What follows belongs to an exercise in optimizing a design on an open flow for small area; a production flow would make more cautious choices.
In this exercise RTL edits were held to simulation tests only and were not proved equivalent to the original.
Power is estimated from default activity; no workload was simulated.

==> inputs of trial 96 <==
Design riscv_core, start of the top module:
module riscv_core (
    input  logic        clk_i,
    input  logic        rst_ni,
    input  logic [31:0] instr_i,
    output logic        zero_flag_o,
    output logic [31:0] pc_o,
    output logic        wb_valid_o,
    output logic [4:0]  wb_addr_o,
    output logic [31:0] wb_data_o
);
==> module program_counter, before the edit <==
module program_counter (
    input  logic        clk_i,
    input  logic        rst_ni,
    input  logic [31:0] instr_i,
    input  logic        is_jal_i,
    input  logic        is_jalr_i,
    input  logic        is_beq_i,
    input  logic        zero_i,
    input  logic [31:0] jalr_target_i,
    output logic [31:0] pc_o
);
    logic [31:1] pc_q, pc_inc, pc_rel, pc_d;
    logic [31:1] offset;
    assign offset = is_jal_i ?
        {{12{instr_i[31]}}, instr_i[19:12], instr_i[20], instr_i[30:21]} :
        {{19{instr_i[31]}}, instr_i[31], instr_i[7], instr_i[30:25], instr_i[11:8]};
    logic [32:2] inc_c;
    assign inc_c[2]  = 1'b1;
    assign pc_inc[1] = pc_q[1];
    for (genvar i = 2; i < 32; i++) begin : g_inc
        assign pc_inc[i]  = pc_q[i] ^ inc_c[i];
        assign inc_c[i+1] = pc_q[i] & inc_c[i];
    end
    logic [32:1] rel_c;
    assign rel_c[1] = 1'b0;
    for (genvar i = 1; i < 32; i++) begin : g_rel
        assign pc_rel[i]  = pc_q[i] ^ offset[i] ^ rel_c[i];
        assign rel_c[i+1] = (pc_q[i] & offset[i]) | (pc_q[i] & rel_c[i]) | (offset[i] & rel_c[i]);
    end
    always_comb begin
        if (is_jalr_i)                     pc_d = jalr_target_i[31:1];
        else if (is_jal_i || (is_beq_i && zero_i)) pc_d = pc_rel;
        else                               pc_d = pc_inc;
    end
    always_ff @(posedge clk_i or negedge rst_ni) begin
        if (!rst_ni) pc_q <= '0;
        else         pc_q <= pc_d;
    end
    assign pc_o = {pc_q, 1'b0};
endmodule
clock: 24.0 ns
lec_check: 0
cap_margin: 20
core_margin: 2
core_utilization: 55
cts_cluster_diameter: 80
cts_cluster_size: 30
place_density: 0.65
setup_slack_margin: 0.1
slew_margin: 20
run.sh (not shown) runs the stock make flow with config.mk's settings and CLKGATE_MAP_FILE= SYNTH_SCRIPT=/design/flow/synth_recipe.tcl, a recipe that flattens the netlist after the stock synthesis.
==> inputs of trial 33, as changes to trial 96 <==
--- a/flow/design.v
+++ b/flow/design.v
@@ -2138,15 +2138,4 @@
         {{19{instr_i[31]}}, instr_i[31], instr_i[7], instr_i[30:25], instr_i[11:8]};
-    logic [32:2] inc_c;
-    assign inc_c[2]  = 1'b1;
-    assign pc_inc[1] = pc_q[1];
-    for (genvar i = 2; i < 32; i++) begin : g_inc
-        assign pc_inc[i]  = pc_q[i] ^ inc_c[i];
-        assign inc_c[i+1] = pc_q[i] & inc_c[i];
-    end
-    logic [32:1] rel_c;
-    assign rel_c[1] = 1'b0;
-    for (genvar i = 1; i < 32; i++) begin : g_rel
-        assign pc_rel[i]  = pc_q[i] ^ offset[i] ^ rel_c[i];
-        assign rel_c[i+1] = (pc_q[i] & offset[i]) | (pc_q[i] & rel_c[i]) | (offset[i] & rel_c[i]);
-    end
+    assign pc_inc = {pc_q[31:2] + 30'd1, pc_q[1]};
+    assign pc_rel = pc_q + offset;
     always_comb begin
CORE_UTILIZATION = 30   (was 55)
CTS_CLUSTER_DIAMETER = default   (was 80)
CTS_CLUSTER_SIZE = default   (was 30)
PLACE_DENSITY = 0.5   (was 0.65)
SETUP_SLACK_MARGIN = 0.3   (was 0.1)
==> run notes <==
Trial 33 finished with timing, DRC and antenna clean. Trial 96 ran to the end with no violations. Between trial 96 and trial 33, the lower non-clock buffer count is in trial 96 (gap 170). Of trial 96 and trial 33, trial 33 has the higher worst hold slack (gap 55 ps). Between trial 96 and trial 33, the lower area after synthesis is in trial 96 (gap 1.8%, measured against trial 33). Against trial 96, the wire length of trial 33 is larger by 16%. Of trial 96 and trial 33, trial 33 has the higher clock-buffer cell count (gap 73). Combinational power: trial 33 is larger than trial 96 (about 24%). Sequential share of layout area: trial 33 is lower than trial 96 (4.0 points). In trial 33 the cell count is larger than in trial 96, by about 25%.
==> figures <==
metric	trial 33	trial 96
Horiz. Die Dim	465.8 um	342.0 um
Power Internal	4.282 mW	3.429 mW
Switching Fraction	38.22%	38.89%
Startpoint of the worst-slack reg-to-reg timing path	u_register_file.valid[27]	u_register_file.valid[10]
Worst Hold Slack	616.1 ps	561.6 ps
Global routing usage on met1	42.49%	64.56%
Total track usage	32.97%	53.54%
Result of the run	timing/DRC/antenna clean	timing/DRC/antenna clean
Met1 wire length	138900 um	102700 um
DR WL met2	155300 um	126400 um
Met2 Usage GRT	48.52%	73.80%
TritonCTS Buffers	111	49
First-pass GRT wire length	490800 um	430500 um
Post-synthesis compound-gate area fraction	17.58%	17.48%
Met3 WL	50280 um	58360 um
CP Data Arrival Time	18530 ps	18820 ps
Via-per-instance ratio	6.599	8.014

==> separate check: timing with driven ports <==
The flow's constraints put no driver on any port. The routed layouts listed below were extracted and timed again, unchanged, in two steps.
Step 1 sets driving cells, clkbuf_16 on the clock port and buf_2 on the other inputs (assumed; they add their load-dependent delay and slew).
Step 2 times the ports against the registers' clock, not the clock port: input delays grow and output delays shrink by t, the midpoint of the rising clock arrivals with the driver on.
Slacks: ideal / step 1 / step 2; pairs: ideal / step 1.
| run | shift t [ns] | setup slack, ns | worst data-port slew with drivers (ns) |
|---|---|---|---|
| trial 96 | 0.774 | 0.385 / 0.358 / 0.358 | 0.04 |
| trial 33 | 0.859 | 0.672 / 0.649 / 0.649 | 0.07 |
After both steps setup and hold are still met in every run listed. The setup slack of trial 96, which loses most, moves by -0.027 ns with the drivers and by -0.027 ns with both steps.
